Source: an optimization exercise on an open RTL-to-GDS flow (aim: a short achievable clock period). Production flows keep margins and buffers that such runs may drop.
Function was checked by simulation only, so behaviour that the tests miss may differ from the original.
Power and IR drop assume default switching activity.

## flow/design.v (module list and top-level ports; edited modules follow where they fit)
// module call_stack: 132 lines
// module ras_predictor: 105 lines
// module bhistory_table: 44 lines
// module pqGshare_bpredictor: 175 lines
// module static_bpredictor: 50 lines
// module fetch_unit: 232 lines
// module opfwd_control: 242 lines
// module rf_rdctl: 25 lines
// module bram_dp_r2w1: 39 lines
// module regfile: 81 lines
// module decode_unit: 359 lines
// module exu_branch_unit: 206 lines
// module alu: 114 lines
// module loadstore_unit: 98 lines
// module execution_unit: 315 lines
// module memory_access_unit: 129 lines
// module writeback_unit: 134 lines
// module pqr5_core_top: 588 lines
module pqr5_core_top #(
   parameter PC_INIT         = 32'h0000_0000,           
   parameter IS_RF_ON_BRAM   = 0,     
   parameter EN_BPREDICT_DYN = 1,   
   parameter BHT_IDW         = 8,           
   parameter BHT_TYPE        = "flops",          
   parameter BHT_BIAS        = 2'b10,          
   parameter GHRW            = (8+2),              
   parameter EN_RAS          = 1,            
   parameter RAS_DPT         = 8            
)
(   
   input  logic             clk                 ,   
   input  logic             aresetn             ,   
   input  logic             i_ext_stall         ,   
   output logic [32-1:0] o_imem_pc           ,   
   output logic             o_imem_pc_valid     ,   
   input  logic             i_imem_stall        ,   
   input  logic [32-1:0] i_imem_pc           ,   
   input  logic [32-1:0] i_imem_pkt          ,   
   input  logic             i_imem_pkt_valid    ,   
   output logic             o_imem_stall        ,   
   output logic             o_imem_flush        ,   
   output logic             o_dmem_wen          ,   
   output logic [32-1:0] o_dmem_addr         ,   
   output logic [1:0]       o_dmem_size         ,   
   output logic [32-1:0] o_dmem_wdata        ,   
   output logic             o_dmem_req          ,   
   input  logic             i_dmem_stall        ,   
   output logic             o_dmem_flush        ,   
   input  logic [32-1:0] i_dmem_rdata        ,   
   input  logic             i_dmem_ack          ,   
   output logic             o_dmem_stall            
);
  // ...
==> flow/flow/run.sh <==
#!/bin/bash
set -euo pipefail
MARGIN=${SETUP_MARGIN_OVERRIDE:-6}
sed -E "s/\"\\$\\{@:-finish\\}\"/SETUP_SLACK_MARGIN=${MARGIN} \"\${@:-finish}\"/" standard.sh > standard_margin.sh
grep -q "SETUP_SLACK_MARGIN=${MARGIN} " standard_margin.sh
bash standard_margin.sh synth > synth.log 2>&1
bash standard_margin.sh floorplan > floorplan.log 2>&1
bash standard_margin.sh place > place.log 2>&1
bash standard_margin.sh cts > cts.log 2>&1
bash standard_margin.sh route > route.log 2>&1
bash standard_margin.sh finish > finish.log 2>&1
test -f out/final.def
==> flow/standard.sh <==
#!/bin/bash
# synth_recipe.tcl (not shown) runs the flow's synth.tcl, then flattens the netlist and writes it again
# the make line also repeats each setting of config.mk as NAME=value (left out here)
make -C /OpenROAD-flow-scripts/flow DESIGN_CONFIG=/design/flow/config.mk WORK_HOME=/design/flow/orfs CLKGATE_MAP_FILE= SYNTH_SCRIPT=/design/flow/synth_recipe.tcl "${@:-finish}"
==> flow/config.mk <==
export PLATFORM = sky130hd
export DESIGN_NAME = pqr5_core_top
export DESIGN_NICKNAME = pqr5_core_top
export VERILOG_FILES = /design/flow/design.v
export SDC_FILE = /design/flow/constraint.sdc
export NUM_CORES = 4
export LEC_CHECK = 0
export ABC_CLOCK_PERIOD_IN_PS = 4000
export CAP_MARGIN = 35
export CORE_MARGIN = 2
export CORE_UTILIZATION = 40
export PLACE_DENSITY = 0.6
export SETUP_SLACK_MARGIN = 5
export SLEW_MARGIN = 35
export TNS_END_PERCENT = 100
==> flow/constraint.sdc <==
create_clock -name core_clock -period 10.0 [get_ports {clk}]
set_input_delay 2.0000 -clock core_clock [delete_from_list [all_inputs] [get_ports {clk}]]
set_output_delay 2.0000 -clock core_clock [all_outputs]
set_load 0.01 [all_outputs]
==> impl_summary.txt, run 1 <==
----------------------------------------------------
[Layout]
  Commonest cells after routing, fill and taps aside ... nand2_1, edfxtp_1, dfrtp_1
  Top class by area ... multi-input gates
  Non-clock buffer count in the final layout ... 1347
  Utilization of the core after routing ... 0.5027
  Area growth, synth to finish ... 24.98%
  Register share of the cell area ... 0.4033

[Power and ir drop]
  Total power consumption of the routed design ... 40.82 mW
  Sequential power ... 15.3 mW
  Portion of total power attributed to sequential cells ... 0.375
  IR drop worst, VDD ... 0.0001904 V

[Placed design]
  Sum of net half-perimeters after detailed placement ... 412400 um
  Placement-stage cell area ... 159500 um^2
  GPL Wtd Cong ... 0.9936

[Critical path]
  Buffers and inverters on the worst path ... 2
  Max FO, Critical Path ... 4
  Critical path depth ... 4
  Reg-to-reg startpoint ... inst_opfwd_control.s0_mwb
  Cell with the biggest individual delay on the critical path ... a21oi_4

[Timing]
  Final worst setup slack ... 5.102 ns

[GRT]
  First-pass GRT wire length ... 957700 um
  Maximum number of pins on one net before global-route repair ... 182
  Peak-usage layer in the global routing report ... met2
  Remaining global-route overflow ... 0

[Yosys]
  Leading area contributor after synthesis ... edfxtp_1
  Compound-cell area share of the yosys netlist ... 0.1358
  Yosys top cell area share ... 0.2636
  Adder-cell area share of the yosys netlist ... 0.03008

[Floorplan]
  CORE AREA ... 372500 um^2

[CTS]
  Deepest clock path buffer count ... 4
  Post-CTS Repair Setup Buffers ... 537

[Outcome]
  Outcome ... no timing/DRC/antenna violations

[Worst hold path]
  Hold Path Class ... reg2reg
  Launch instance of the worst min-delay path ... inst_decode_unit.du_pc4_rg[3]

[Routing]
  First-pass iteration count of the detailed router ... 11
  Routed length on met1 ... 253000 um

----------------------------------------------------
==> module rf_rdctl, before the edit <==
module rf_rdctl (
   input  logic       i_du_rf_rden  ,   
   input  logic [4:0] i_du_rs0      ,   
   input  logic [4:0] i_du_rs1      ,   
   input  logic [4:0] i_pkt2exu_rs0 ,   
   input  logic [4:0] i_pkt2exu_rs1 ,   
   input  logic       i_du_stall    ,   
   input  logic [4:0] i_wbk_rdt     ,   
   input  logic       i_wbk_en      ,   
   output logic       o_rf_rden0    ,   
   output logic       o_rf_rden1    ,   
   output logic [4:0] o_rf_rs0_addr ,   
   output logic [4:0] o_rf_rs1_addr     
);
logic is_wbk_rdt_eq_pkt2exu_rs0, is_wbk_rdt_eq_pkt2exu_rs1;
logic rdbk_en_rs0, rdbk_en_rs1;
assign is_wbk_rdt_eq_pkt2exu_rs0 = (i_wbk_rdt == i_pkt2exu_rs0);           
assign is_wbk_rdt_eq_pkt2exu_rs1 = (i_wbk_rdt == i_pkt2exu_rs1);           
assign rdbk_en_rs0               = i_wbk_en & is_wbk_rdt_eq_pkt2exu_rs0;   
assign rdbk_en_rs1               = i_wbk_en & is_wbk_rdt_eq_pkt2exu_rs1;   
assign o_rf_rden0    = i_du_stall? rdbk_en_rs0 : i_du_rf_rden ;              
assign o_rf_rden1    = i_du_stall? rdbk_en_rs1 : i_du_rf_rden ;              
assign o_rf_rs0_addr = (i_du_stall && rdbk_en_rs0)? i_wbk_rdt : i_du_rs0 ;   
assign o_rf_rs1_addr = (i_du_stall && rdbk_en_rs1)? i_wbk_rdt : i_du_rs1 ;   
endmodule
==> module regfile, before the edit <==
module regfile #(
   parameter IS_RF_ON_BRAM = 0   
)(
   input  logic             clk        ,   
   input  logic             aresetn    ,   
   input  logic             i_rden0    ,   
   input  logic [4:0]       i_rs0_addr ,   
   output logic [32-1:0] o_rs0_data ,   
   input  logic             i_rden1    ,   
   input  logic [4:0]       i_rs1_addr ,   
   output logic [32-1:0] o_rs1_data ,   
   input  logic             i_wren     ,   
   input  logic [4:0]       i_rdt_addr ,   
   input  logic [32-1:0] i_rdt_data     
);
logic wren ;                          
logic rden0, rden1 ;                  
logic [32-1:0] reg_file [1:31] ;   
generate
if (IS_RF_ON_BRAM) begin : GEN_RF_ON_BRAM
logic [32-1:0] rdata0, rdata1 ;   
bram_dp_r2w1 #(
   .DTW (32),
   .DPT (32)
)  inst_bram_regfile (
   .clk      (clk),
   .i_wren   (wren),
   .i_waddr  (i_rdt_addr),
   .i_wdata  (i_rdt_data),
   .i_rden0  (rden0),      
   .i_raddr0 (i_rs0_addr),
   .o_rdata0 (rdata0),
   .i_rden1  (rden1),  
   .i_raddr1 (i_rs1_addr),
   .o_rdata1 (rdata1)
);
assign wren  = i_wren  ;   
assign rden0 = i_rden0 ;
assign rden1 = i_rden1 ;
logic is_rs0_not_x0_rg ;
always_ff @(posedge clk) begin
   if (rden0) begin      
      is_rs0_not_x0_rg <= |i_rs0_addr ;
   end
end
assign o_rs0_data = is_rs0_not_x0_rg? rdata0 : '0 ;   
logic is_rs1_not_x0_rg ;
always_ff @(posedge clk) begin
   if (rden1) begin      
      is_rs1_not_x0_rg <= |i_rs1_addr ;
   end
end
assign o_rs1_data = is_rs1_not_x0_rg? rdata1 : '0 ;   
end else begin : GEN_RF_ON_FLOPS
logic [32-1:0] rs0_data_rg   ;   
logic [32-1:0] rs1_data_rg   ;   
assign wren  = i_wren  ;   
assign rden0 = i_rden0 ;
assign rden1 = i_rden1 ;
always_ff @(posedge clk) begin
   if (wren) begin
      reg_file[i_rdt_addr] <= i_rdt_data ;
   end
end
always_ff @(posedge clk) begin
   if (rden0) begin      
      if (~|i_rs0_addr) begin rs0_data_rg <= '0                   ; end   
      else              begin rs0_data_rg <= reg_file[i_rs0_addr] ; end
   end
end
assign o_rs0_data = rs0_data_rg ;
always_ff @(posedge clk) begin
   if (rden1) begin
      if (~|i_rs1_addr) begin rs1_data_rg <= '0                   ; end   
      else              begin rs1_data_rg <= reg_file[i_rs1_addr] ; end
   end
end
assign o_rs1_data = rs1_data_rg ;
end   
endgenerate
endmodule
==> module pqr5_core_top, before the edit <==
module pqr5_core_top #(
   parameter PC_INIT         = 32'h0000_0000,           
   parameter IS_RF_ON_BRAM   = 0,     
   parameter EN_BPREDICT_DYN = 1,   
   parameter BHT_IDW         = 8,           
   parameter BHT_TYPE        = "flops",          
   parameter BHT_BIAS        = 2'b10,          
   parameter GHRW            = (8+2),              
   parameter EN_RAS          = 1,            
   parameter RAS_DPT         = 8            
)
(   
   input  logic             clk                 ,   
   input  logic             aresetn             ,   
   input  logic             i_ext_stall         ,   
   output logic [32-1:0] o_imem_pc           ,   
   output logic             o_imem_pc_valid     ,   
   input  logic             i_imem_stall        ,   
   input  logic [32-1:0] i_imem_pc           ,   
   input  logic [32-1:0] i_imem_pkt          ,   
   input  logic             i_imem_pkt_valid    ,   
   output logic             o_imem_stall        ,   
   output logic             o_imem_flush        ,   
   output logic             o_dmem_wen          ,   
   output logic [32-1:0] o_dmem_addr         ,   
   output logic [1:0]       o_dmem_size         ,   
   output logic [32-1:0] o_dmem_wdata        ,   
   output logic             o_dmem_req          ,   
   input  logic             i_dmem_stall        ,   
   output logic             o_dmem_flush        ,   
   input  logic [32-1:0] i_dmem_rdata        ,   
   input  logic             i_dmem_ack          ,   
   output logic             o_dmem_stall            
);
localparam BPCW  = BHT_IDW+2 ;         
localparam RPTW  = $clog2(RAS_DPT) ;   
logic [32-1:0] fu_du_pc          ;   
logic [32-1:0] fu_du_instr       ;   
logic             fu_du_br_taken    ;   
logic             fu_du_bubble      ;   
logic             du_fu_stall       ;   
logic             fu_du_is_call      ;   
logic [32-1:0] fu_du_ras_ret_addr ;   
logic             fu_du_ras_ret_taken;   
logic [RPTW-1:0]  fu_du_ras_snap_ptr ;   
logic             fu_du_ras_snap_full;   
logic             du_rf_rden        ;   
logic [4:0]       du_rf_rs0         ;   
logic [4:0]       du_rf_rs1         ;   
logic             rf_rden0          ;   
logic             rf_rden1          ;   
logic [4:0]       rf_rs0_addr       ;   
logic [4:0]       rf_rs1_addr       ;   
logic [32-1:0] opfwd_exu_op0     ;
logic             opfwd_rs0_eq_exu_rdt ;
logic             exu_pipe_inlock      ;
logic [32-1:0] exu_maccu_alu_sum    ;
logic [32-1:0] exu_maccu_alu_diff   ;
logic [32-1:0] exu_maccu_alu_oth    ;
logic             nxt_alu_is_add       ;
logic             nxt_alu_is_sub       ;
logic [32-1:0] du_exu_pc4           ;
logic [32-1:0] du_exu_pcb           ;
logic [2:0]       nxt_mac_funct3       ;
logic [1:0]       nxt_mac_addr_lsb     ;
logic             nxt_fu_instr_valid   ;
logic             nxt_du_pkt_valid     ;
logic             nxt_mac_bubble       ;
logic             nxt_mac_is_macc      ;
logic             nxt_dmem_req         ;
logic             nxt_dmem_wen         ;
logic             nxt_lsu_is_load      ;
logic             nxt_src_eq_dest      ;
logic             nxt_exu_riuj ;
logic             nxt_exu_nx0 ;
logic             nxt_bu_sel ;
logic             nxt_mac_riuj ;
logic             nxt_mac_nx0 ;
logic             nxt_mac_is_load ;
logic             nxt_wb_riuj ;
logic             nxt_wb_nx0 ;
logic             nxt_risb ;
logic             nxt_rsb ;
logic             nxt_i_type ;
logic             nxt_u_type ;
logic             nxt_lui ;
logic             opfwd_src_eq_dest    ;
logic [32-1:0] opfwd_exu_rs0        ;
logic [32-1:0] opfwd_exu_rs1        ;
logic             du_nxt_is_rsb_type   ;
logic             du_nxt_is_i_type     ;
logic             du_exu_is_rsb_type   ;
logic             du_exu_is_i_type_rg  ;
logic             opfwd_rs1_eq_exu_rdt ;
logic [32-1:0] exu_maccu_bu_result  ;
logic [32-1:0] exu_maccu_alu_result ;
logic             exu_maccu_bu_sel     ;   
logic [32-1:0] opfwd_exu_op1     ;   
logic             exu_bu_flush          ;   
logic [32-1:0] exu_bu_pc             ;   
logic             du_exu_bu_pred_btaken ;   
logic [32-1:0] rf_exu_op0        ;   
logic [32-1:0] rf_exu_op1        ;   
logic [32-1:0] du_exu_pc         ;   
logic             du_exu_bubble     ;   
logic             du_exu_pkt_valid  ;   
logic             exu_du_stall      ;   
logic [6:0]       du_exu_opcode     ;   
logic             du_exu_is_alu_op  ;   
logic [3:0]       du_exu_alu_opcode ;   
logic [4:0]       du_exu_rs0        ;   
logic [4:0]       du_exu_rs0_cpy    ;   
logic [4:0]       du_exu_rs1        ;   
logic [4:0]       du_exu_rs1_cpy    ;   
logic [4:0]       du_exu_rdt        ;   
logic             du_exu_rdt_not_x0 ;   
logic [2:0]       du_exu_funct3     ;   
logic             du_exu_is_r_type    ;   
logic             du_exu_is_i_type    ;   
logic             du_exu_is_s_type    ;   
logic             du_exu_is_b_type    ;   
logic             du_exu_is_u_type    ;   
logic             du_exu_is_j_type    ;   
logic             du_exu_is_rsb       ;   
logic             du_exu_is_risb      ;   
logic             du_exu_is_riuj      ;   
logic             du_exu_is_j_or_jalr ;   
logic             du_exu_is_jalr      ;   
logic             du_exu_is_load      ;   
logic             du_exu_is_lui       ;   
logic             du_exu_is_call      ;   
logic [32-1:0] du_exu_ras_ret_addr ;   
logic             du_exu_ras_ret_taken;   
logic [RPTW-1:0]  du_exu_ras_snap_ptr ;   
logic             du_exu_ras_snap_full;   
logic [11:0]      du_exu_i_type_imm   ;   
logic [11:0]      du_exu_s_type_imm   ;   
logic [11:0]      du_exu_b_type_imm   ;   
logic [19:0]      du_exu_u_type_imm   ;   
logic [19:0]      du_exu_j_type_imm   ;   
logic             exu_maccu_is_riuj       ;   
logic [2:0]       exu_maccu_funct3        ;   
logic             exu_maccu_bubble        ;   
logic             maccu_exu_stall         ;   
logic [4:0]       exu_maccu_rdt_addr      ;   
logic [32-1:0] exu_maccu_rdt_data      ;   
logic             exu_maccu_rdt_not_x0    ;   
logic             exu_maccu_is_macc_op    ;   
logic             exu_maccu_cmd           ;   
logic [32-1:0] exu_maccu_addr          ;   
logic [1:0]       exu_maccu_size          ;   
logic [32-1:0] exu_maccu_data          ;   
logic             maccu_wbu_is_riuj       ;   
logic [2:0]       maccu_wbu_funct3        ;   
logic             maccu_wbu_bubble        ;   
logic             wbu_maccu_stall         ;   
logic [4:0]       maccu_wbu_rdt_addr      ;   
logic [32-1:0] maccu_wbu_rdt_data      ;   
logic             maccu_wbu_rdt_not_x0    ;   
logic             maccu_wbu_is_macc       ;   
logic             maccu_wbu_is_load       ;   
logic             maccu_wbu_is_dwback     ;   
logic [$clog2(32/8)-1:0] maccu_wbu_macc_addr_lsb ;   
logic [32-1:0] dmem_load_data          ;   
logic             wbu_rf_wren      ;   
logic [4:0]       wbu_rf_rdt_addr  ;   
logic [32-1:0] wbu_rf_rdt_data  ;   
logic             wbu_is_riuj_out      ;   
logic             wbu_pkt_valid_out    ;   
logic             wbu_rdt_wren_out     ;   
logic [4:0]       wbu_rdt_addr_out     ;   
logic [32-1:0] wbu_rdt_data_out     ;   
logic             wbu_rdt_not_x0_out   ;   
logic [GHRW-1:0] fu_du_ghr_snapshot  ;   
logic [GHRW-1:0] du_exu_ghr_snapshot ;   
logic            exu_bp_upd_ghr      ;   
logic            exu_bp_upd_bht      ;   
logic [BPCW-1:0] exu_bp_upd_pc       ;   
logic            exu_bp_sts_btaken   ;   
logic [BPCW-1:0] exu_bp_idx_pc       ;   
logic [GHRW-1:0] exu_bp_idx_ghr      ;   
logic             ras_rbk_en       ;   
logic [RPTW-1:0]  ras_rbk_ptr      ;   
logic             ras_rbk_full     ;   
logic             ras_rbk_incr_ptr ;   
fetch_unit #(
   .PC_INIT         (PC_INIT),
   .EN_BPREDICT_DYN (EN_BPREDICT_DYN),
   .BHT_IDW         (BHT_IDW),
   .BHT_TYPE        (BHT_TYPE),
   .BHT_BIAS        (BHT_BIAS),
   .GHRW            (GHRW),
   .EN_RAS          (EN_RAS),
   .RAS_DPT         (RAS_DPT)
)  inst_fetch_unit (
   .clk                 (clk),
   .aresetn             (aresetn),
   .o_imem_pc           (o_imem_pc),
   .o_imem_pc_valid     (o_imem_pc_valid) ,
   .i_imem_stall        (i_imem_stall),
   .i_imem_pc           (i_imem_pc),
   .i_imem_pkt          (i_imem_pkt),
   .i_imem_pkt_valid    (i_imem_pkt_valid),
   .o_imem_stall        (),
   .o_imem_flush        (o_imem_flush),
   .o_du_pc             (fu_du_pc),
   .o_du_instr          (fu_du_instr),
   .o_du_br_taken       (fu_du_br_taken),
   .o_du_ghr_snapshot   (fu_du_ghr_snapshot),
   .i_ras_rbk_en        (ras_rbk_en),
   .i_ras_rbk_ptr       (ras_rbk_ptr),
   .i_ras_rbk_full      (ras_rbk_full),
   .i_ras_rbk_incr_ptr  (ras_rbk_incr_ptr),
   .i_du_is_call        (du_exu_is_call       & ~du_exu_bubble),   
   .i_du_is_ret_taken   (du_exu_ras_ret_taken & ~du_exu_bubble),   
   .o_du_is_call        (fu_du_is_call),
   .o_du_ras_ret_addr   (fu_du_ras_ret_addr),
   .o_du_ras_ret_taken  (fu_du_ras_ret_taken),
   .o_du_ras_snap_ptr   (fu_du_ras_snap_ptr),
   .o_du_ras_snap_full  (fu_du_ras_snap_full),
   .o_nxt_instr_valid   (nxt_fu_instr_valid),
   .o_du_bubble         (fu_du_bubble),
   .i_du_stall          (du_fu_stall),
   .i_exu_bp_upd_ghr    (exu_bp_upd_ghr),
   .i_exu_bp_upd_bht    (exu_bp_upd_bht),
   .i_exu_bp_idx_pc     (exu_bp_idx_pc),
   .i_exu_bp_idx_ghr    (exu_bp_idx_ghr),
   .i_exu_bp_sts_btaken (exu_bp_sts_btaken),
   .i_exu_bu_flush      (exu_bu_flush),
   .i_exu_bu_pc         (exu_bu_pc)
);
decode_unit #(
   .PC_INIT (PC_INIT),
   .GHRW    (GHRW)   
)  inst_decode_unit (
   .clk               (clk),     
   .aresetn           (aresetn),
   .i_fu_pc           (fu_du_pc),      
   .i_fu_instr        (fu_du_instr),
   .i_fu_br_taken     (fu_du_br_taken),
   .i_fu_ghr_snapshot (fu_du_ghr_snapshot),
   .i_fu_is_call      (fu_du_is_call),
   .i_fu_ras_ret_addr (fu_du_ras_ret_addr),
   .i_fu_ras_ret_taken(fu_du_ras_ret_taken),
   .i_fu_ras_snap_ptr (fu_du_ras_snap_ptr),
   .i_fu_ras_snap_full(fu_du_ras_snap_full),
   .i_fu_bubble       (fu_du_bubble),
   .o_fu_stall        (du_fu_stall),
   .o_rf_rden         (du_rf_rden),      
   .o_rf_rs0          (du_rf_rs0),      
   .o_rf_rs1          (du_rf_rs1),      
   .i_exu_bu_flush    (exu_bu_flush),
   .o_exu_bu_br_taken (du_exu_bu_pred_btaken),
   .o_exu_ghr_snapshot(du_exu_ghr_snapshot),
   .o_exu_pc          (du_exu_pc),
   .o_exu_bubble      (du_exu_bubble),  
   .o_exu_pkt_valid   (du_exu_pkt_valid),
   .i_exu_stall       (exu_du_stall),
   .o_exu_is_call      (du_exu_is_call),
   .o_exu_ras_ret_addr (du_exu_ras_ret_addr),
   .o_exu_ras_ret_taken(du_exu_ras_ret_taken),
   .o_exu_ras_snap_ptr (du_exu_ras_snap_ptr),
   .o_exu_ras_snap_full(du_exu_ras_snap_full),
   .o_exu_is_alu_op   (du_exu_is_alu_op),
   .o_exu_alu_opcode  (du_exu_alu_opcode),
   .o_exu_rs0         (du_exu_rs0),
   .o_exu_rs0_cpy_ff  (du_exu_rs0_cpy),
   .o_exu_rs1         (du_exu_rs1),
   .o_exu_rs1_cpy_ff  (du_exu_rs1_cpy),
   .o_exu_rdt         (du_exu_rdt), 
   .o_exu_rdt_not_x0  (du_exu_rdt_not_x0),
   .o_exu_funct3      (du_exu_funct3), 
   .o_exu_is_r_type   (du_exu_is_r_type),
   .o_exu_is_i_type   (du_exu_is_i_type),
   .o_exu_is_s_type   (du_exu_is_s_type),
   .o_exu_is_b_type   (du_exu_is_b_type),
   .o_exu_is_u_type   (du_exu_is_u_type),
   .o_exu_is_rsb      (du_exu_is_rsb),
   .o_exu_is_risb     (du_exu_is_risb),
   .o_exu_is_riuj     (du_exu_is_riuj),
   .o_exu_is_jalr     (du_exu_is_jalr),
   .o_exu_is_j_or_jalr(du_exu_is_j_or_jalr),
   .o_exu_is_load     (du_exu_is_load),
   .o_exu_is_lui      (du_exu_is_lui),
   .o_nxt_is_rsb_type (du_nxt_is_rsb_type),
   .o_nxt_is_i_type   (du_nxt_is_i_type),
   .o_nxt_risb        (nxt_risb),
   .o_nxt_rsb         (nxt_rsb),
   .o_nxt_i_type      (nxt_i_type),
   .o_nxt_u_type      (nxt_u_type),
   .o_nxt_lui         (nxt_lui),
   .o_nxt_pkt_valid   (nxt_du_pkt_valid),
   .o_exu_pc4         (du_exu_pc4),
   .o_exu_pcb         (du_exu_pcb),
   .o_exu_is_rsb_type (du_exu_is_rsb_type),
   .o_exu_is_i_type_rg(du_exu_is_i_type_rg),
   .o_exu_i_type_imm  (du_exu_i_type_imm),
   .o_exu_s_type_imm  (du_exu_s_type_imm),
   .o_exu_b_type_imm  (du_exu_b_type_imm),
   .o_exu_u_type_imm  (du_exu_u_type_imm) 
);
rf_rdctl inst_rf_rdctl (
   .i_du_rf_rden  (du_rf_rden),
   .i_du_rs0      (du_rf_rs0),
   .i_du_rs1      (du_rf_rs1),
   .i_du_stall    (du_fu_stall),
   .i_pkt2exu_rs0 (du_exu_rs0),
   .i_pkt2exu_rs1 (du_exu_rs1),
   .i_wbk_rdt     (wbu_rdt_addr_out),
   .i_wbk_en      (wbu_rdt_wren_out),
   .o_rf_rden0    (rf_rden0),
   .o_rf_rden1    (rf_rden1),
   .o_rf_rs0_addr (rf_rs0_addr),
   .o_rf_rs1_addr (rf_rs1_addr)
);
regfile #(
   .IS_RF_ON_BRAM (IS_RF_ON_BRAM)
)  inst_regfile (
   .clk        (clk),  
   .aresetn    (aresetn), 
   .i_rden0    (rf_rden0),
   .i_rs0_addr (rf_rs0_addr),  
   .o_rs0_data (rf_exu_op0),  
   .i_rden1    (rf_rden1),
   .i_rs1_addr (rf_rs1_addr),  
   .o_rs1_data (rf_exu_op1),  
   .i_wren     (wbu_rf_wren),
   .i_rdt_addr (wbu_rf_rdt_addr), 
   .i_rdt_data (wbu_rf_rdt_data)
);
opfwd_control inst_opfwd_control (
   .clk                 (clk)                  ,
   .aresetn             (aresetn)              ,
   .i_fu_rs0            (fu_du_instr[19:15])   ,
   .i_fu_rs1            (fu_du_instr[24:20])   ,
   .i_du_rdt            (du_exu_rdt)           ,
   .i_du_hold           (du_fu_stall)          ,
   .i_exu_hold          (maccu_exu_stall)      ,
   .i_wbu_hold          (wbu_maccu_stall)      ,
   .i_nxt_is_rsb_type   (du_nxt_is_rsb_type)   ,
   .i_nxt_is_i_type     (du_nxt_is_i_type)     ,
   .i_du_is_rsb_type    (du_exu_is_rsb_type)   ,
   .i_du_is_i_type_rg   (du_exu_is_i_type_rg)  ,
   .i_du_rdt_not_x0     (du_exu_rdt_not_x0)    ,
   .i_nxt_exu_riuj      (nxt_exu_riuj),
   .i_nxt_exu_nx0       (nxt_exu_nx0),
   .i_nxt_bu_sel        (nxt_bu_sel),
   .i_nxt_mac_riuj      (nxt_mac_riuj),
   .i_nxt_mac_nx0       (nxt_mac_nx0),
   .i_nxt_mac_is_load   (nxt_mac_is_load),
   .i_nxt_wb_riuj       (nxt_wb_riuj),
   .i_nxt_wb_nx0        (nxt_wb_nx0),
   .i_nxt_risb          (nxt_risb),
   .i_nxt_rsb           (nxt_rsb),
   .i_nxt_i_type        (nxt_i_type),
   .i_nxt_u_type        (nxt_u_type),
   .i_nxt_lui           (nxt_lui),
   .i_nxt_funct3        (nxt_mac_funct3),
   .i_nxt_addr_lsb      (nxt_mac_addr_lsb),
   .i_rf_op0            (rf_exu_op0)           ,
   .i_rf_op1            (rf_exu_op1)           ,
   .i_du_pc             (du_exu_pc)            ,
   .i_du_rs0            (du_exu_rs0)           ,
   .i_du_rs1            (du_exu_rs1)           ,
   .i_du_is_i_type      (du_exu_is_i_type)     ,
   .i_du_i_type_imm     (du_exu_i_type_imm)    ,
   .i_du_is_u_type      (du_exu_is_u_type)     ,
   .i_du_u_type_imm     (du_exu_u_type_imm)    ,
   .i_du_is_lui         (du_exu_is_lui)        ,
   .i_du_instr_rsb      (du_exu_is_rsb)        ,
   .i_du_instr_risb     (du_exu_is_risb)       ,
   .i_exu_bu_result     (exu_maccu_bu_result)  ,
   .i_exu_alu_result    (exu_maccu_alu_result) ,
   .i_exu_alu_sum       (exu_maccu_alu_sum)    ,
   .i_exu_alu_diff      (exu_maccu_alu_diff)   ,
   .i_exu_alu_oth       (exu_maccu_alu_oth)    ,
   .i_nxt_alu_is_add    (nxt_alu_is_add)       ,
   .i_nxt_alu_is_sub    (nxt_alu_is_sub)       ,
   .i_exu_bu_sel        (exu_maccu_bu_sel)     ,
   .i_exu_rdt           (exu_maccu_rdt_addr)   ,
   .i_exu_rdt_not_x0    (exu_maccu_rdt_not_x0) ,
   .i_exu_instr_riuj    (exu_maccu_is_riuj)    ,
   .i_dmem_load_data    (dmem_load_data)       ,
   .i_dmem_rdata        (i_dmem_rdata)         ,
   .i_maccu_funct3      (maccu_wbu_funct3)     ,
   .i_maccu_addr_lsb    (maccu_wbu_macc_addr_lsb),
   .i_maccu_wbdata      (maccu_wbu_rdt_data)   ,
   .i_is_load           (maccu_wbu_is_load)    ,
   .i_maccu_rdt         (maccu_wbu_rdt_addr)   ,
   .i_maccu_rdt_not_x0  (maccu_wbu_rdt_not_x0) ,
   .i_maccu_instr_riuj  (maccu_wbu_is_riuj)    ,
   .i_wbu_result        (wbu_rdt_data_out)     ,
   .i_wbu_rdt           (wbu_rdt_addr_out)     ,
   .i_wbu_rdt_not_x0    (wbu_rdt_not_x0_out)   ,
   .i_wbu_instr_riuj    (wbu_is_riuj_out)      ,
   .o_rs0_eq_exu_rdt    (opfwd_rs0_eq_exu_rdt) ,
   .o_rs1_eq_exu_rdt    (opfwd_rs1_eq_exu_rdt) ,
   .o_src_eq_dest       (opfwd_src_eq_dest)    ,
   .o_nxt_src_eq_dest   (nxt_src_eq_dest)      ,
   .o_fwd_op0           (opfwd_exu_op0)        ,
   .o_fwd_rs0           (opfwd_exu_rs0)        ,
   .o_fwd_rs1           (opfwd_exu_rs1)        ,
   .o_fwd_op1           (opfwd_exu_op1)
);
execution_unit #(
   .PC_INIT         (PC_INIT),
   .GHRW            (GHRW), 
   .BPCW            (BPCW)
)  inst_execution_unit (
   .clk                  (clk),          
   .aresetn              (aresetn),
   .i_op0                (opfwd_exu_op0),
   .i_op1                (opfwd_exu_op1),
   .i_rs0              (opfwd_exu_rs0),
   .i_rs1              (opfwd_exu_rs1),
   .i_du_pc4           (du_exu_pc4),
   .i_du_pcb           (du_exu_pcb),
   .o_exu_bu_flush       (exu_bu_flush),   
   .o_exu_bu_pc          (exu_bu_pc),  
   .i_exu_bu_pred_btaken (du_exu_bu_pred_btaken),
   .i_du_ghr_snapshot  (du_exu_ghr_snapshot),
   .o_bp_upd_ghr       (exu_bp_upd_ghr),
   .o_bp_upd_bht       (exu_bp_upd_bht),
   .o_bp_idx_pc        (exu_bp_idx_pc),
   .o_bp_idx_ghr       (exu_bp_idx_ghr),
   .o_bp_sts_btaken    (exu_bp_sts_btaken),
   .i_du_pc            (du_exu_pc),
   .i_du_bubble        (du_exu_bubble),
   .i_du_pkt_valid     (du_exu_pkt_valid),
   .o_du_stall         (exu_du_stall),
   .o_pipe_inlock      (exu_pipe_inlock),
   .o_nxt_exu_riuj     (nxt_exu_riuj),
   .o_nxt_exu_nx0      (nxt_exu_nx0),
   .o_nxt_bu_sel       (nxt_bu_sel),
   .o_nxt_dmem_req     (nxt_dmem_req),
   .o_nxt_dmem_wen     (nxt_dmem_wen),
   .o_nxt_lsu_is_load  (nxt_lsu_is_load),
   .i_du_is_call       (du_exu_is_call),
   .i_du_ras_ret_addr  (du_exu_ras_ret_addr),
   .i_du_ras_ret_taken (du_exu_ras_ret_taken),
   .i_du_ras_snap_ptr  (du_exu_ras_snap_ptr),
   .i_du_ras_snap_full (du_exu_ras_snap_full),
   .o_ras_rbk_en       (ras_rbk_en),
   .o_ras_rbk_ptr      (ras_rbk_ptr),
   .o_ras_rbk_full     (ras_rbk_full),
   .o_ras_rbk_incr_ptr (ras_rbk_incr_ptr),
   .i_du_is_alu_op     (du_exu_is_alu_op),
   .i_du_alu_opcode    (du_exu_alu_opcode),
   .i_du_rs0           (du_exu_rs0),
   .i_du_rs1           (du_exu_rs1),
   .i_rs0_eq_exu_rdt   (opfwd_rs0_eq_exu_rdt),
   .i_rs1_eq_exu_rdt   (opfwd_rs1_eq_exu_rdt),
   .i_src_eq_dest      (opfwd_src_eq_dest),
   .i_du_rdt           (du_exu_rdt),
   .i_du_rdt_not_x0    (du_exu_rdt_not_x0),
   .i_du_funct3        (du_exu_funct3),
   .i_du_is_r_type     (du_exu_is_r_type),
   .i_du_is_i_type     (du_exu_is_i_type),
   .i_du_is_s_type     (du_exu_is_s_type),
   .i_du_is_b_type     (du_exu_is_b_type),
   .i_du_is_riuj       (du_exu_is_riuj),
   .i_du_is_jal_or_jalr(du_exu_is_j_or_jalr),
   .i_du_is_jalr       (du_exu_is_jalr),
   .i_du_is_load       (du_exu_is_load),
   .i_du_i_type_imm    (du_exu_i_type_imm),
   .i_du_s_type_imm    (du_exu_s_type_imm),
   .i_du_b_type_imm    (du_exu_b_type_imm),
   .o_maccu_is_riuj    (exu_maccu_is_riuj),
   .o_maccu_funct3     (exu_maccu_funct3),
   .o_maccu_bubble     (exu_maccu_bubble),
   .i_maccu_stall      (maccu_exu_stall),
   .o_maccu_rdt_addr   (exu_maccu_rdt_addr),
   .o_maccu_rdt_data   (exu_maccu_rdt_data),
   .o_maccu_bu_result  (exu_maccu_bu_result),
   .o_maccu_alu_result (exu_maccu_alu_result),
   .o_maccu_alu_sum    (exu_maccu_alu_sum),
   .o_maccu_alu_diff   (exu_maccu_alu_diff),
   .o_maccu_alu_oth    (exu_maccu_alu_oth),
   .o_nxt_alu_is_add   (nxt_alu_is_add),
   .o_nxt_alu_is_sub   (nxt_alu_is_sub),
   .o_maccu_bu_sel     (exu_maccu_bu_sel),
   .o_maccu_rdt_not_x0 (exu_maccu_rdt_not_x0),
   .o_maccu_is_macc_op (exu_maccu_is_macc_op), 
   .o_maccu_macc_cmd   (exu_maccu_cmd),
   .o_maccu_macc_addr  (exu_maccu_addr),
   .o_maccu_macc_size  (exu_maccu_size),
   .o_maccu_macc_data  (exu_maccu_data)
);
memory_access_unit #(
   .PC_INIT(PC_INIT)
)  inst_memory_access_unit (   
   .clk                 (clk)     ,
   .aresetn             (aresetn) ,
   .i_exu_is_riuj       (exu_maccu_is_riuj)    ,
   .i_exu_funct3        (exu_maccu_funct3)     ,
   .i_exu_bubble        (exu_maccu_bubble)     ,
   .o_exu_stall         (maccu_exu_stall)      ,
   .i_exu_rdt_addr      (exu_maccu_rdt_addr)   ,
   .i_exu_rdt_data      (exu_maccu_rdt_data)   ,
   .i_exu_rdt_not_x0    (exu_maccu_rdt_not_x0) ,
   .i_exu_is_macc_op    (exu_maccu_is_macc_op) ,
   .i_exu_macc_cmd      (exu_maccu_cmd)        ,
   .i_exu_macc_addr     (exu_maccu_addr)       ,
   .i_exu_macc_size     (exu_maccu_size)       ,
   .i_exu_macc_data     (exu_maccu_data)       ,
   .o_dmem_wen          ()                     ,
   .o_dmem_addr         (o_dmem_addr)          ,
   .o_dmem_size         (o_dmem_size)          ,
   .o_dmem_wdata        (o_dmem_wdata)         ,
   .o_dmem_req          ()                     ,
   .i_dmem_stall        (i_dmem_stall)         ,
   .i_ext_stall         (i_ext_stall)          ,
   .o_nxt_mac_riuj      (nxt_mac_riuj)         ,
   .o_nxt_mac_nx0       (nxt_mac_nx0)          ,
   .o_nxt_mac_is_load   (nxt_mac_is_load)      ,
   .o_nxt_mac_bubble    (nxt_mac_bubble)       ,
   .o_nxt_mac_is_macc   (nxt_mac_is_macc)      ,
   .o_nxt_funct3        (nxt_mac_funct3)       ,
   .o_nxt_addr_lsb      (nxt_mac_addr_lsb)     ,
   .i_dmem_ack          (i_dmem_ack)           ,
   .o_dmem_flush        (o_dmem_flush)         ,
   .o_wbu_is_riuj       (maccu_wbu_is_riuj)    ,
   .o_wbu_funct3        (maccu_wbu_funct3)     ,
   .o_wbu_bubble        (maccu_wbu_bubble)     ,
   .i_wbu_stall         (wbu_maccu_stall)      ,
   .o_wbu_rdt_addr      (maccu_wbu_rdt_addr)   ,
   .o_wbu_rdt_data      (maccu_wbu_rdt_data)   ,
   .o_wbu_rdt_not_x0    (maccu_wbu_rdt_not_x0) ,
   .o_wbu_is_macc       (maccu_wbu_is_macc)    ,
   .o_wbu_is_load       (maccu_wbu_is_load)    ,
   .o_wbu_is_dwback     (maccu_wbu_is_dwback)  ,
   .o_wbu_macc_addr_lsb (maccu_wbu_macc_addr_lsb)  
);
writeback_unit #(
   .PC_INIT(PC_INIT)
)  inst_writeback_unit ( 
   .clk                   (clk),
   .aresetn               (aresetn),
   .i_dmem_rdata          (i_dmem_rdata),
   .i_dmem_ack            (i_dmem_ack),
   .o_dmem_stall          (o_dmem_stall),
   .o_load_data           (dmem_load_data),
   .i_maccu_is_riuj       (maccu_wbu_is_riuj),
   .i_maccu_funct3        (maccu_wbu_funct3),
   .i_maccu_bubble        (maccu_wbu_bubble),
   .o_maccu_stall         (wbu_maccu_stall),
   .i_maccu_rdt_addr      (maccu_wbu_rdt_addr),
   .i_maccu_rdt_data      (maccu_wbu_rdt_data),
   .i_maccu_rdt_not_x0    (maccu_wbu_rdt_not_x0),
   .i_maccu_is_macc       (maccu_wbu_is_macc),
   .i_maccu_is_load       (maccu_wbu_is_load),
   .i_maccu_is_dwback     (maccu_wbu_is_dwback),
   .i_maccu_macc_addr_lsb (maccu_wbu_macc_addr_lsb),
   .o_rf_wren             (wbu_rf_wren),
   .o_rf_rdt_addr         (wbu_rf_rdt_addr),
   .o_rf_rdt_data         (wbu_rf_rdt_data),
   .o_is_riuj             (wbu_is_riuj_out),  
   .o_pkt_valid           (wbu_pkt_valid_out),
   .o_nxt_wb_riuj         (nxt_wb_riuj),
   .o_nxt_wb_nx0          (nxt_wb_nx0),
   .o_rdt_wren            (wbu_rdt_wren_out),
   .o_rdt_addr            (wbu_rdt_addr_out),
   .o_rdt_data            (wbu_rdt_data_out), 
   .o_rdt_not_x0          (wbu_rdt_not_x0_out), 
   .i_stall               (i_ext_stall)        
);
logic os_p1, os_p2, os_p3, dq_x1, dq_x2, dw_y1, dw_y2 ;
logic nxt_v2 ;
assign nxt_v2 = nxt_fu_instr_valid & nxt_du_pkt_valid ;
always_ff @(posedge clk or negedge aresetn) begin
   if (!aresetn) begin
      os_p1 <= 1'b0 ; os_p2 <= 1'b0 ; os_p3 <= 1'b0 ;
      dq_x1 <= 1'b0 ; dq_x2 <= 1'b0 ; dw_y1 <= 1'b0 ; dw_y2 <= 1'b0 ;
   end
   else begin
      os_p1 <= nxt_v2 & nxt_lsu_is_load & nxt_src_eq_dest ;
      os_p2 <= nxt_v2 & ~nxt_mac_bubble ;
      os_p3 <= nxt_v2 & ~nxt_mac_bubble & nxt_mac_is_macc ;
      dq_x1 <= nxt_dmem_req & ~nxt_mac_is_macc ;
      dq_x2 <= nxt_dmem_req &  nxt_mac_is_macc ;
      dw_y1 <= nxt_dmem_wen & ~nxt_mac_is_macc ;
      dw_y2 <= nxt_dmem_wen &  nxt_mac_is_macc ;
   end
end
assign o_imem_stall = os_p1 | (os_p2 & (i_ext_stall | i_dmem_stall)) | (os_p3 & ~i_dmem_ack) ;
assign o_dmem_req   = ~i_ext_stall & (dq_x1 | (dq_x2 & i_dmem_ack)) ;
assign o_dmem_wen   = ~i_ext_stall & (dw_y1 | (dw_y2 & i_dmem_ack)) ;
endmodule
==> inputs of run 2 (changes only) <==
--- a/flow/design.v
+++ b/flow/design.v
@@ -1043,5 +1043,8 @@
    output logic       o_rf_rden1    ,   
    output logic [4:0] o_rf_rs0_addr ,   
-   output logic [4:0] o_rf_rs1_addr     
+   output logic [4:0] o_rf_rs1_addr ,   
+   output logic [4:0] o_rf_alt_addr ,   
+   output logic       o_rf_rs0_alt  ,   
+   output logic       o_rf_rs1_alt      
 );
 logic is_wbk_rdt_eq_pkt2exu_rs0, is_wbk_rdt_eq_pkt2exu_rs1;
@@ -1053,6 +1056,9 @@
 assign o_rf_rden0    = i_du_stall? rdbk_en_rs0 : i_du_rf_rden ;              
 assign o_rf_rden1    = i_du_stall? rdbk_en_rs1 : i_du_rf_rden ;              
-assign o_rf_rs0_addr = (i_du_stall && rdbk_en_rs0)? i_wbk_rdt : i_du_rs0 ;   
-assign o_rf_rs1_addr = (i_du_stall && rdbk_en_rs1)? i_wbk_rdt : i_du_rs1 ;   
+assign o_rf_rs0_addr = i_du_rs0 ;
+assign o_rf_rs0_alt  = i_du_stall && rdbk_en_rs0 ;
+assign o_rf_alt_addr = i_wbk_rdt ;   
+assign o_rf_rs1_addr = i_du_rs1 ;
+assign o_rf_rs1_alt  = i_du_stall && rdbk_en_rs1 ;   
 endmodule
 module bram_dp_r2w1#(
@@ -1107,4 +1113,7 @@
    input  logic [4:0]       i_rs1_addr ,   
    output logic [32-1:0] o_rs1_data ,   
+   input  logic [4:0]       i_alt_addr ,   
+   input  logic             i_rs0_alt  ,   
+   input  logic             i_rs1_alt  ,   
    input  logic             i_wren     ,   
    input  logic [4:0]       i_rdt_addr ,   
@@ -1160,8 +1169,11 @@
    end
 end
+logic [32-1:0] rd_a0, rd_a1, rd_alt ;
+assign rd_a0  = (~|i_rs0_addr) ? '0 : reg_file[i_rs0_addr] ;
+assign rd_a1  = (~|i_rs1_addr) ? '0 : reg_file[i_rs1_addr] ;
+assign rd_alt = (~|i_alt_addr) ? '0 : reg_file[i_alt_addr] ;
 always_ff @(posedge clk) begin
-   if (rden0) begin      
-      if (~|i_rs0_addr) begin rs0_data_rg <= '0                   ; end   
-      else              begin rs0_data_rg <= reg_file[i_rs0_addr] ; end
+   if (rden0) begin
+      rs0_data_rg <= i_rs0_alt ? rd_alt : rd_a0 ;
    end
 end
@@ -1169,6 +1181,5 @@
 always_ff @(posedge clk) begin
    if (rden1) begin
-      if (~|i_rs1_addr) begin rs1_data_rg <= '0                   ; end   
-      else              begin rs1_data_rg <= reg_file[i_rs1_addr] ; end
+      rs1_data_rg <= i_rs1_alt ? rd_alt : rd_a1 ;
    end
 end
@@ -2596,4 +2607,7 @@
 logic             opfwd_rs0_eq_exu_rdt ;
 logic             exu_pipe_inlock      ;
+logic [4:0]       rf_alt_addr          ;
+logic             rf_rs0_alt           ;
+logic             rf_rs1_alt           ;
 logic [32-1:0] exu_maccu_alu_sum    ;
 logic [32-1:0] exu_maccu_alu_diff   ;
@@ -2853,5 +2867,8 @@
    .o_rf_rden1    (rf_rden1),
    .o_rf_rs0_addr (rf_rs0_addr),
-   .o_rf_rs1_addr (rf_rs1_addr)
+   .o_rf_rs1_addr (rf_rs1_addr),
+   .o_rf_alt_addr (rf_alt_addr),
+   .o_rf_rs0_alt  (rf_rs0_alt),
+   .o_rf_rs1_alt  (rf_rs1_alt)
 );
 regfile #(
@@ -2866,4 +2883,7 @@
    .i_rs1_addr (rf_rs1_addr),  
    .o_rs1_data (rf_exu_op1),  
+   .i_alt_addr (rf_alt_addr),
+   .i_rs0_alt  (rf_rs0_alt),
+   .i_rs1_alt  (rf_rs1_alt),
    .i_wren     (wbu_rf_wren),
    .i_rdt_addr (wbu_rf_rdt_addr), 
==> run 2 against run 1 <==
  * Synthesized cell count fell by 6.9%
  * Critical path type is now in2reg
  * Power fell by 5.0%
  * Combinational power fell by 13%
  * Wire length fell by 5.8%
  * Non-clock buffer count fell by 305
  * Global-route usage fell by 3.0 points
==> impl_summary.txt, run 2 <==
----------------------------------------------------
[Yosys]
  Cell types occupying the most area after synthesis ... edfxtp_1, dfrtp_1, mux4_2, nand2_1, dfstp_2
  Leading post-synthesis cells by instance count ... nand2_1, edfxtp_1, dfrtp_1, nor2_1, mux4_2
  Mapped Avg Cell Area ... 11.40 um^2
  Most used flip-flop cell after synthesis ... edfxtp_1
  Share of flip-flops with an asynchronous set or reset after synthesis ... 0.5199
  Post-synthesis mux area share ... 0.2027
  Leading area contributor after synthesis ... edfxtp_1
  Count of flip-flops with a built-in enable after synthesis ... 1315
  Yosys top cell area share ... 0.2525 (-0.01103)
  Number of synthesized register bits ... 2739
  Combinational family with the most area after synthesis ... multiplexers
  Most common cell in the synthesized netlist ... nand2_1
  Yosys warning total ... 25
  Compound-cell area share of the yosys netlist ... 0.1232 (-0.01254)
  Sequential element share of the synthesized area ... 0.4826
  Netlist Area Pre-Place ... 156400 um^2
  Cells after Synth ... 13720
  Library cells used by synthesis ... 116
  Adder-cell area share of the yosys netlist ... 0.02874 (-0.001339)
  Total nets after synthesis ... 14160
  Share of the synthesized netlist area taken by xor and xnor gates ... 0.02016
  Simple-gate share of the synthesized area ... 0.1086

[Timing]
  Share of the clock period used by the worst path ... 0.4864
  Pins Over Slew Limit ... 0
  TNS Setup ... 0 ns
  Worst-case clock skew ... 0.06619 ns
  Number of endpoints failing setup at the final stage ... 0
  Transition time of the tightest slew-check pin ... 1.157 ns
  Final worst setup slack ... 5.136 ns (+0.03459 ns)
  RSZ-0062 raised after global routing ... yes
  Max_slew headroom ... 0.2267
  Max Fclk ... 205.6 MHz
  Final Hold Violating Endpoints ... 0
  Min cycle time layout ... 4.864 ns

[Outcome]
  Outcome ... no timing/DRC/antenna violations

[Worst hold path]
  Launch instance of the worst min-delay path ... inst_decode_unit.du_pc4_rg[10]
  Worst Hold Path Cells ... 2
  Hold Path Class ... reg2reg

[GRT]
  Initial antenna violation count ... 48
  Overall routing resource usage ... 0.3201
  Remaining global-route overflow ... 0 (unchanged)
  Maximum number of pins on one net before global-route repair ... 159 (-13%)
  Vias in the first global route ... 120300
  First-pass GRT wire length ... 917100 um (-4.2%)

[Critical path]
  Cell with the biggest individual delay on the critical path ... or4b_1
  Kind of start point of the critical path ... input pin
  Reg-to-reg endpoint ... inst_execution_unit.inst_alu.sum_rg[24]
  Max FO, Critical Path ... 6 (+2)
  Peak per-stage delay on the critical path ... 0.54 ns
  Buffers and inverters on the worst path ... 4 (+2)
  Cell depth of the worst flop-to-flop path ... 16
  Top delay family on crit path ... compound AO/OA/AOI/OAI gates
  Cell Chain, Critical Path ... buf_12 > a22o_1 > a221oi_4 > buf_12 > buf_4 > buf_6 > nand4_1 > a221o_2 > ha_4 > nor2_1 > nor4b_2 > a21boi_2 > o31a_1 > a211oi_4 > or4b_1 > a31oi_1 > or3_1 > a31oi_1
  CP Data Required Time ... 10.84 ns
  Worst Setup Path Type ... in2reg
  Reg-to-reg startpoint ... inst_opfwd_control.s1_rf
  Slack of the worst reg-to-reg path ... 5.60 ns
  Data arrival time at the worst-slack endpoint ... 5.70 ns
  Kind of end point of the critical path ... register

[Floorplan]
  Starting density of the core ... 0.4019
  I/O pin count ... 208
  CORE AREA ... 389100 um^2 (+4.5%)
  Die extent in y ... 629.2 um
  Floorplan row count ... 229
  Die Span X ... 629.2 um
  Area enclosed by the die boundary ... 395900 um^2

[CTS]
  Total clock buffers created by CTS ... 320
  Count of H-tree levels built during CTS ... 5
  Hold buffer count at cts ... 0
  Insertion delay to the later sink of the worst-skew pair ... 0.97 ns
  Clock Pin Slew Worst Setup and Hold Paths ... 0.06 ns
  Number of clock sinks ... 2739
  TritonCTS clock tree ... built
  Deepest clock path buffer count ... 4 (unchanged)
  Clock Root Buffer ... clkbuf_16

[Layout]
  Area growth, synth to finish ... 19.44%
  Nets ... 14490
  Filler Cell Count ... 34520
  Most common cell after layout, fill and taps aside ... nand2_1
  Utilization of the core after routing ... 0.4800 (-0.02270)
  Cell Count, Final, Fillers Out ... 19550
  Share of cells above drive strength 1 ... 0.2868
  Commonest cells after routing, fill and taps aside ... nand2_1, edfxtp_1, dfrtp_1

[Routing]
  Antenna Violating Nets Remaining ... 0
  DR WL/cell ... 33.60 um
  Final routed DRC violation total ... 0
  Number of DRC violations after detailed-routing iteration 0 ... 18460
  Total wire length ... 656900 um
  Vias per std cell ... 6.458
  First-pass iteration count of the detailed router ... 8 (-3)
  Total via count in the routed design ... 126300

[Placed design]
  Cell count after placement ... 18370
  Sum of net half-perimeters after detailed placement ... 421300 um (+2.2%)
  Port buffer count ... 206
  GPL Wtd Cong ... 1.031 (+3.7%)
  Setup Slack @ Placement ... 2.902 ns

[Power and ir drop]
  Switching Fraction ... 0.3638
  Internal power consumption ... 24.66 mW
  NetSw ... 14.10 mW
  Clock power share ... 0.306
  Leakage component of the power ... 71.03 nW
  Portion of total power attributed to sequential cells ... 0.389 (+0.014)
  IR drop worst, VDD ... 0.0001984 V (+4.2%)
  Power density over cell area ... 207.5 nW/um^2
  Fraction of power consumed by combinational cells ... 0.305

[Run]
  # Max-Cap Violations ... 0

----------------------------------------------------
[run 2: worst register-to-register path: stages (launching register included)]
cell      delay, ns
dfstp_2        0.51
buf_4          0.49
a22oi_2        0.47
nand2_8        0.25
buf_4          0.29
ha_4           0.20
inv_1          0.07
fa_2           0.41
nand2b_4       0.17
a221oi_4       0.28
o22a_4         0.22
a21o_4         0.16
a21oi_4        0.08
o21ai_4        0.28
o21ai_2        0.09
and3_1         0.16
o31ai_1        0.17
[run 2: logic make-up after synthesis]
logic type	after synthesis
buffers and inverters	1297
multiplexers	2026
AO/OA/AOI/OAI	2971
flip-flops	2739
other	1
adder cells (fa/ha/maj)	337
AND/OR/NAND/NOR	3989
XOR/XNOR	356
[run 2: repair_timing]
item,in CTS,in global routing
pin swaps,307,282
setup endpoints to repair,3067,716
buffers inserted,358,144
gates cloned,25,10
resized for setup,1039,447
[run 2: how the worst max path moves through the flow]
stage / startpoint / to / cells past startpoint
2_1_floorplan: i_dmem_rdata[26] / inst_execution_unit.inst_alu.diff_rg[30] / 18
3_3_place_gp: i_dmem_rdata[31] / inst_execution_unit.inst_alu.diff_rg[30] / 15
3_5_place_dp: i_dmem_rdata[31] / inst_execution_unit.inst_alu.diff_rg[30] / 15
4_1_cts: i_dmem_ack / o_dmem_wen / 4
5_1_grt: i_dmem_rdata[7] / register / 23
6_report: i_dmem_rdata[15] / inst_execution_unit.inst_alu.diff_rg[25] / 18
[run 2: power by group through the flow]
stage	registers, mW	logic, mW	clock network, mW
6_report	15.1	11.8	11.9
3_3_place_gp	15.2	9.95	0
3_5_place_dp	15.2	10.0	0
4_1_cts	14.9	10.9	12.0
5_1_grt	15.0	12.4	12.4
2_1_floorplan	14.0	6.71	0
[run 2: area by class of cell]
class | count | area, um^2 | share of cell area
clock buffer | 456 | 9097 | 0.04871
clock inverter | 128 | 1304 | 0.006981
sequential | 2739 | 75570 | 0.4046
antenna | 48 | 120.1 | 0.0006431
multi-input combinational | 9692 | 82210 | 0.4402
inverter | 249 | 1132 | 0.006063
timing repair buffer | 1042 | 10810 | 0.05788
timing repair inverter | 2 | 27.53 | 0.0001474
tap | 5197 | 6502 | 0.03482
[run 2: layer usage]
metal  part of all wire  GRT usage
met1               0.39     0.4315
met2               0.43     0.4650
met4              0.069     0.1832
met5            0.00026   0.002174
met3               0.12    0.08560
[run 2: per-stage QoR]
step | hold WS [ns] | total power, mW | area (um^2)
floorplan | 0.3910 | 20.75 | 159100
global placement | 0.4443 | 25.14 | 165400
detailed placement | 0.4520 | 25.21 | 165900
CTS | 0.4624 | 37.86 | 183000
global route | 0.4811 | 39.88 | 186700
finish | 0.4510 | 38.76 | 186800
==> inputs of run 3 (changes only) <==
--- a/flow/config.mk
+++ b/flow/config.mk
@@ -9,6 +9,6 @@
 export CAP_MARGIN = 35
 export CORE_MARGIN = 2
-export CORE_UTILIZATION = 40
-export PLACE_DENSITY = 0.6
+export CORE_UTILIZATION = 55
+export PLACE_DENSITY = 0.72
 export SETUP_SLACK_MARGIN = 5
 export SLEW_MARGIN = 35
==> run 3 against run 2 <==
  * Sequential power hardly changed
  * Largest cell class unchanged
  * Clock skew is 0.041 ns higher
  * Highest routed layer unchanged
  * Clock power hardly changed
  * Cell count is 7.6% lower
  * Combinational power is 3% higher
  * Still clean on timing, DRC and antenna
  * Via count is 3.9% higher
==> impl_summary.txt, run 3 <==
----------------------------------------------------
[Outcome]
  Outcome ... no timing/DRC/antenna violations

[Routing]
  First-pass iteration count of the detailed router ... 10 (+2)
  Total wire length ... 674200 um (+2.6%)
  DR WL/cell ... 37.30 um (+11%)
  Final routed DRC violation total ... 0 (unchanged)
  Number of DRC violations after detailed-routing iteration 0 ... 21000 (+14%)
  Vias per std cell ... 7.259 (+12%)
  Total via count in the routed design ... 131200 (+3.9%)
  Antenna Violating Nets Remaining ... 0 (unchanged)

[Timing]
  TNS Setup ... 0 ns (unchanged)
  Transition time of the tightest slew-check pin ... 1.060 ns (-0.09689 ns)
  Pins Over Slew Limit ... 0 (unchanged)
  Final Hold Violating Endpoints ... 0 (unchanged)
  Worst-case clock skew ... 0.1075 ns (+0.04133 ns)
  RSZ-0062 raised after global routing ... yes
  Max Fclk ... 207.1 MHz (+0.71%)
  Max_slew headroom ... 0.2933 (+0.06661)
  Number of endpoints failing setup at the final stage ... 0 (unchanged)
  Min cycle time layout ... 4.829 ns (-0.03428 ns)
  Share of the clock period used by the worst path ... 0.4829 (-0.003428)

[Critical path]
  Critical path's most frequent cell ... buf_12
  Worst Setup Path Type ... in2reg
  Cell with the biggest individual delay on the critical path ... a221o_2
  Max FO, Critical Path ... 7 (+1)
  Kind of end point of the critical path ... register
  Data arrival time at the worst-slack endpoint ... 5.61 ns (-0.09 ns)
  Buffers and inverters on the worst path ... 5 (+1)
  Cell Chain, Critical Path ... buf_12 > a22o_1 > a221oi_4 > buf_12 > nand4_1 > a221o_2 > ha_4 > nor2_2 > nor4b_4 > a21boi_4 > o31a_1 > a211oi_4 > buf_6 > buf_12 > o41ai_4 > buf_6 > a41oi_2 > xnor2_1 > o21ai_1
  Top delay family on crit path ... compound AO/OA/AOI/OAI gates
  CP Data Required Time ... 10.78 ns (-0.06 ns)
  Peak per-stage delay on the critical path ... 0.44 ns (-0.10 ns)
  Kind of start point of the critical path ... input pin

[Yosys]
  Cells after Synth ... 13720 (unchanged)
  Number of synthesized register bits ... 2739 (unchanged)
  Library cells used by synthesis ... 116 (unchanged)
  Cell types occupying the most area after synthesis ... edfxtp_1, dfrtp_1, mux4_2, nand2_1, dfstp_2
  Netlist Area Pre-Place ... 156400 um^2 (unchanged)
  Total nets after synthesis ... 14160 (unchanged)
  Share of flip-flops with an asynchronous set or reset after synthesis ... 0.5199 (unchanged)
  Leading area contributor after synthesis ... edfxtp_1
  Most used flip-flop cell after synthesis ... edfxtp_1
  Sequential element share of the synthesized area ... 0.4826 (unchanged)
  Most common cell in the synthesized netlist ... nand2_1
  Leading post-synthesis cells by instance count ... nand2_1, edfxtp_1, dfrtp_1, nor2_1, mux4_2
  Yosys warning total ... 25 (unchanged)
  Count of flip-flops with a built-in enable after synthesis ... 1315 (unchanged)
  Yosys top cell area share ... 0.2525 (unchanged)
  Mapped Avg Cell Area ... 11.40 um^2 (unchanged)

[CTS]
  Insertion delay to the later sink of the worst-skew pair ... 0.99 ns (+0.02 ns)
  Total clock buffers created by CTS ... 305 (-4.7%)
  Count of H-tree levels built during CTS ... 5 (unchanged)
  Clock Root Buffer ... clkbuf_16
  Deepest clock path buffer count ... 4 (unchanged)
  Hold buffer count at cts ... 0 (unchanged)
  TritonCTS clock tree ... built
  Number of clock sinks ... 2739 (unchanged)
  Clock Pin Slew Worst Setup and Hold Paths ... 0.06 ns (about the same)

[Floorplan]
  Die Span X ... 537.2 um (-15%)
  Floorplan row count ... 195 (-15%)
  Die extent in y ... 537.2 um (-15%)
  Area enclosed by the die boundary ... 288600 um^2 (-27%)
  Starting density of the core ... 0.5534 (+0.1516)
  CORE AREA ... 282500 um^2 (-27%)
  I/O pin count ... 208 (unchanged)

[GRT]
  Peak-usage layer in the global routing report ... met2
  Maximum number of pins on one net before global-route repair ... 212 (+33%)
  First-pass GRT wire length ... 938200 um (+2.3%)
  Met3 layer usage reported by global route ... 0.1603 (+0.07465)
  Vias in the first global route ... 126800 (+5.5%)
  Overall routing resource usage ... 0.4565 (+0.1364)
  Remaining global-route overflow ... 0 (unchanged)
  Fraction of met1 tracks used by global routing ... 0.6020 (+0.1705)
  Initial antenna violation count ... 36 (-25%)
  Met2 Use GR ... 0.6442 (+0.1792)

[Placed design]
  Sum of net half-perimeters after detailed placement ... 429700 um (+2.0%)
  GPL Wtd Cong ... 1.054 (+2.3%)
  Port buffer count ... 206 (unchanged)

[Run]
  # Max-Cap Violations ... 0 (unchanged)

[Power and ir drop]
  Switching Fraction ... 0.3684 (+0.004617)
  NetSw ... 14.32 mW (+1.6%)
  Power density over cell area ... 208.8 nW/um^2 (+0.63%)
  Internal power consumption ... 24.56 mW (-0.42%)
  Clock power share ... 0.297 (-0.009)
  Total power consumption of the routed design ... 38.88 mW (+0.31%)
  Fraction of power consumed by combinational cells ... 0.313 (+0.008)
  IR drop worst, VDD ... 0.0002378 V (+20%)
  Leakage component of the power ... 71.25 nW (+0.30%)
  Portion of total power attributed to sequential cells ... 0.390 (about the same)

[Worst hold path]
  Hold Path Class ... reg2reg

[Layout]
  Nets ... 14500 (+0.12%)
  Share of cells above drive strength 1 ... 0.2949 (+0.008054)
  Commonest cells after routing, fill and taps aside ... nand2_1, edfxtp_1, dfrtp_1
  Filler Cell Count ... 20550 (-40%)
  Area growth, synth to finish ... 19.06%
  Most common cell after layout, fill and taps aside ... nand2_1

----------------------------------------------------
-- run 3: cell counts after synthesis --
No cell type changed its count.
-- run 3: final timing paths --
path                                                       endpoint  slack [ns]                      from  cells after the start
max                        inst_execution_unit.inst_alu.diff_rg[29]        5.17           i_dmem_rdata[7]                     19
min                          inst_decode_unit.du_ghr_snapshot_rg[0]        0.46                  register                      2
max reg2reg                inst_execution_unit.inst_alu.diff_rg[29]        5.31  inst_opfwd_control.s1_wb                     17
min reg2reg                  inst_decode_unit.du_ghr_snapshot_rg[0]        0.46                  register                      2
max in group asynchronous                  inst_fetch_unit.pc_rg[5]        6.60                   aresetn                      4
min in group asynchronous                inst_opfwd_control.ls0[13]        0.99                   aresetn                      1
-- run 3: repair_timing --
item                                    4_1_cts  5_1_grt
buffers inserted                            355      180
gates cloned                                 42        7
endpoints found under the hold margin         0        0
pin swaps                                   311      318
endpoints found under the setup margin     2934      563
gates resized for setup                    1088      529
-- run 3: layout make-up --
type                            count  area (um^2)  area share
Timing Repair Buffer             1070        11460     0.06155
Clock buffer                      411         8456     0.04542
Tap cell                         3743         4683     0.02516
Inverter                          249         1169    0.006277
Antenna cell                       18        45.04   0.0002419
Timing Repair inverter              3        26.28   0.0001411
Multi-Input combinational cell   9695        83170      0.4468
Sequential cell                  2739        75560      0.4059
Clock inverter                    147         1597    0.008576
-- run 3: cell families after synthesis --
group / count (synthesis) / share of synthesized area
other: 1 / 0.00002398
XOR/XNOR: 356 / 0.02016
AND/OR/NAND/NOR: 3989 / 0.1086
AO/OA/AOI/OAI: 2971 / 0.1232
adder cells (fa/ha/maj): 337 / 0.02874
flip-flops: 2739 / 0.4826
buffers and inverters: 1297 / 0.03394
multiplexers: 2026 / 0.2027
-- run 3: worst register-to-register path: cells and delay by family (launching register included) --
family / cells / cell delay (ns)
compound gates: 8 / 1.88
xor+xnor: 1 / 0.20
fa+ha+maj: 1 / 0.29
buf+inv: 4 / 0.95
flops: 1 / 0.70
simple gates: 3 / 0.47
-- run 3: power by group through the flow --
stage	Sequential (mW)	Clock, mW	Combinational [mW]
final	15.1	11.6	12.2
after global routing	15.1	12.0	12.6
after CTS	15.0	11.6	11.1
after detailed placement	15.2	0	10.0
after global placement	15.2	0	9.81
after floorplan	14.0	0	6.71
-- run 3: metal layers --
metal	vias to the layer above	wire length (um)
met1	65430	237900
met5	-	183
li1	52200	-
met3	2744	101500
met2	10810	279200
met4	20	55340
-- run 3: metrics by stage --
stage | cell area (um^2) | hold slack [ns] | utilization | setup WS [ns] | instances
after floorplan | 159100 | 0.3910 | - | 4.834 | 13720
after global placement | 163400 | 0.4464 | 0.5785 | 2.742 | 16890
after detailed placement | 163900 | 0.4334 | 0.5803 | 2.674 | 16900
after CTS | 181700 | 0.4594 | 0.6431 | 5.252 | 17860
after global routing | 186100 | 0.4778 | 0.6588 | 5.130 | 18060
final | 186200 | 0.4596 | 0.6589 | 5.171 | 18080
==> inputs of run 4 (changes only) <==
--- a/flow/config.mk
+++ b/flow/config.mk
@@ -9,6 +9,6 @@
 export CAP_MARGIN = 35
 export CORE_MARGIN = 2
-export CORE_UTILIZATION = 55
-export PLACE_DENSITY = 0.72
+export CORE_UTILIZATION = 30
+export PLACE_DENSITY = 0.5
 export SETUP_SLACK_MARGIN = 5
 export SLEW_MARGIN = 35
==> run 4 against run 3 <==
  * Synthesized cell count stayed put
  * Clock skew is 0.0070 ns higher
  * Area after synthesis stayed put
  * Clock power is 9% higher
  * Combinational power hardly changed
  * Wire length is 3.6% higher
  * Count of clock-buffer cells in the layout is 32 higher
  * Utilization is 29 points lower
  * Worst setup slack better by 0.044 ns
  * Cell count is 18% higher
  * Critical endpoint is now inst_execution_unit.inst_alu.sum_rg[30]
  * Highest routed layer unchanged
==> impl_summary.txt, run 4 <==
----------------------------------------------------
[Outcome]
  Outcome ... no timing/DRC/antenna violations

[Critical path]
  Critical path's most frequent cell ... buf_6
  Cell Chain, Critical Path ... buf_12 > a22o_4 > a221oi_4 > buf_6 > buf_6 > nand4_1 > a221o_2 > ha_4 > buf_6 > buf_6 > nand3_4 > buf_6 > buf_6 > o221ai_4 > a31o_4 > a21o_4 > a21oi_4 > o21ai_4 > a211oi_2 > xnor2_1 > o21ai_1
  Worst Setup Path Type ... in2reg
  Max FO, Critical Path ... 5 (-2)
  Top delay family on crit path ... compound AO/OA/AOI/OAI gates

[Worst hold path]
  Worst Hold Path Cells ... 2 (unchanged)

[CTS]
  Deepest clock path buffer count ... 4 (unchanged)
  Insertion delay to the later sink of the worst-skew pair ... 1.07 ns (+0.08 ns)
  Number of clock sinks ... 2739 (unchanged)
  TritonCTS clock tree ... built

[Layout]
  Share of cells above drive strength 1 ... 0.2941 (-0.0007807)
  Nets ... 14550 (+0.30%)
  Area growth, synth to finish ... 21.66%

[Timing]
  TNS Setup ... 0 ns (unchanged)
  Min cycle time layout ... 4.785 ns (-0.04414 ns)

[Power and ir drop]
  Power density over cell area ... 209.5 nW/um^2 (+0.33%)

[Placed design]
  Setup Slack @ Placement ... 2.614 ns (-0.06030 ns)

[Floorplan]
  I/O pin count ... 208 (unchanged)
  Area enclosed by the die boundary ... 527000 um^2 (+83%)

[GRT]
  Vias in the first global route ... 120000 (-5.4%)

[Yosys]
  Total nets after synthesis ... 14160 (unchanged)

[Routing]
  Antenna Violating Nets Remaining ... 0 (unchanged)

----------------------------------------------------
==> run 4: changes by cell type in the layout (fill, tap and decap cells not counted), moves of 20 or more <==
cell             previous run  this run
clkdlybuf4s50_1           127        55
dlygate4sd2_1              23        91
buf_4                     559       620
dfrtp_1                  1105      1069
dfrtp_2                    34        66
clkbuf_16                 314       341
buf_12                     91        66
o22ai_1                    61        86
clkinv_2                   45        67
o22ai_2                    25         5
==> run 4: worst max-delay path by stage <==
stage,startpoint,to,slack [ns],cells past startpoint
floorplan,i_dmem_rdata[26],inst_execution_unit.inst_alu.diff_rg[30],4.83,18
global placement,i_dmem_rdata[31],inst_execution_unit.inst_alu.diff_rg[25],2.59,15
detailed placement,i_dmem_rdata[31],inst_execution_unit.inst_alu.diff_rg[25],2.61,15
CTS,i_dmem_rdata[7],inst_execution_unit.inst_alu.diff_rg[29],5.28,19
global route,i_dmem_rdata[7],inst_execution_unit.inst_alu.sum_rg[30],5.15,18
finish,i_dmem_rdata[7],inst_execution_unit.inst_alu.sum_rg[30],5.21,21
==> run 4: logic make-up after synthesis <==
group           Yosys count  share of synthesized area
fa+ha+maj               337                    0.02874
other cells               1                 0.00002398
xor+xnor                356                    0.02016
compound gates         2971                     0.1232
simple gates           3989                     0.1086
buf+inv                1297                    0.03394
mux                    2026                     0.2027
flops                  2739                     0.4826
==> run 4: what timing repair did <==
item,4_1_cts,5_1_grt
cloned,26,5
endpoints found under the setup margin,2842,421
buffers inserted,382,129
pin swaps,311,305
hold buffers,0,0
gates resized for setup,1156,404
==> run 4: cell type report <==
type,instances,area [um^2]
fill,50770,329700
multi-input combinational,9689,82460
sequential,2739,75620
timing repair buffer,1096,11190
clock buffer,443,9230
tap,6942,8686
clock inverter,170,1893
inverter,249,1137
antenna,12,30.03
==> run 4: worst register-to-register path: cells and delay by family (launching register included) <==
family | cells | cell delay, ns
adders and majority gates | 1 | 0.19
DFF | 1 | 0.99
xor gates and xnor gates | 1 | 0.14
buffers and inverters | 4 | 0.65
and+or+nand+nor | 3 | 0.62
AOI/OAI and AO/OA | 8 | 1.60
==> run 4: metrics by stage <==
stage / cell area (um^2) / util / std cells
floorplan: 159100 / - / 13720
global placement: 167900 / 0.3229 / 20140
detailed placement: 168500 / 0.3241 / 20160
CTS: 186700 / 0.3592 / 21180
global route: 190200 / 0.3659 / 21330
finish: 190200 / 0.3659 / 21340
==> run 4: layer usage <==
metal,share of wire,global-route usage,vias up,wire [um]
met5,0.00053,0,-,370
met4,0.069,0.1428,36,48350
met3,0.099,0.06533,1587,69440
met2,0.43,0.3816,6538,301500
met1,0.40,0.3373,63570,279000
li1,-,-,52310,-
==> run 4: power groups by stage <==
stage	logic, mW	clock network, mW	registers (mW)
after floorplan	6.71	0	14.0
after CTS	11.3	12.7	15.1
final	12.1	12.6	15.2
after global routing	12.8	13.2	15.2
after detailed placement	10.4	0	15.3
after global placement	10.3	0	15.3
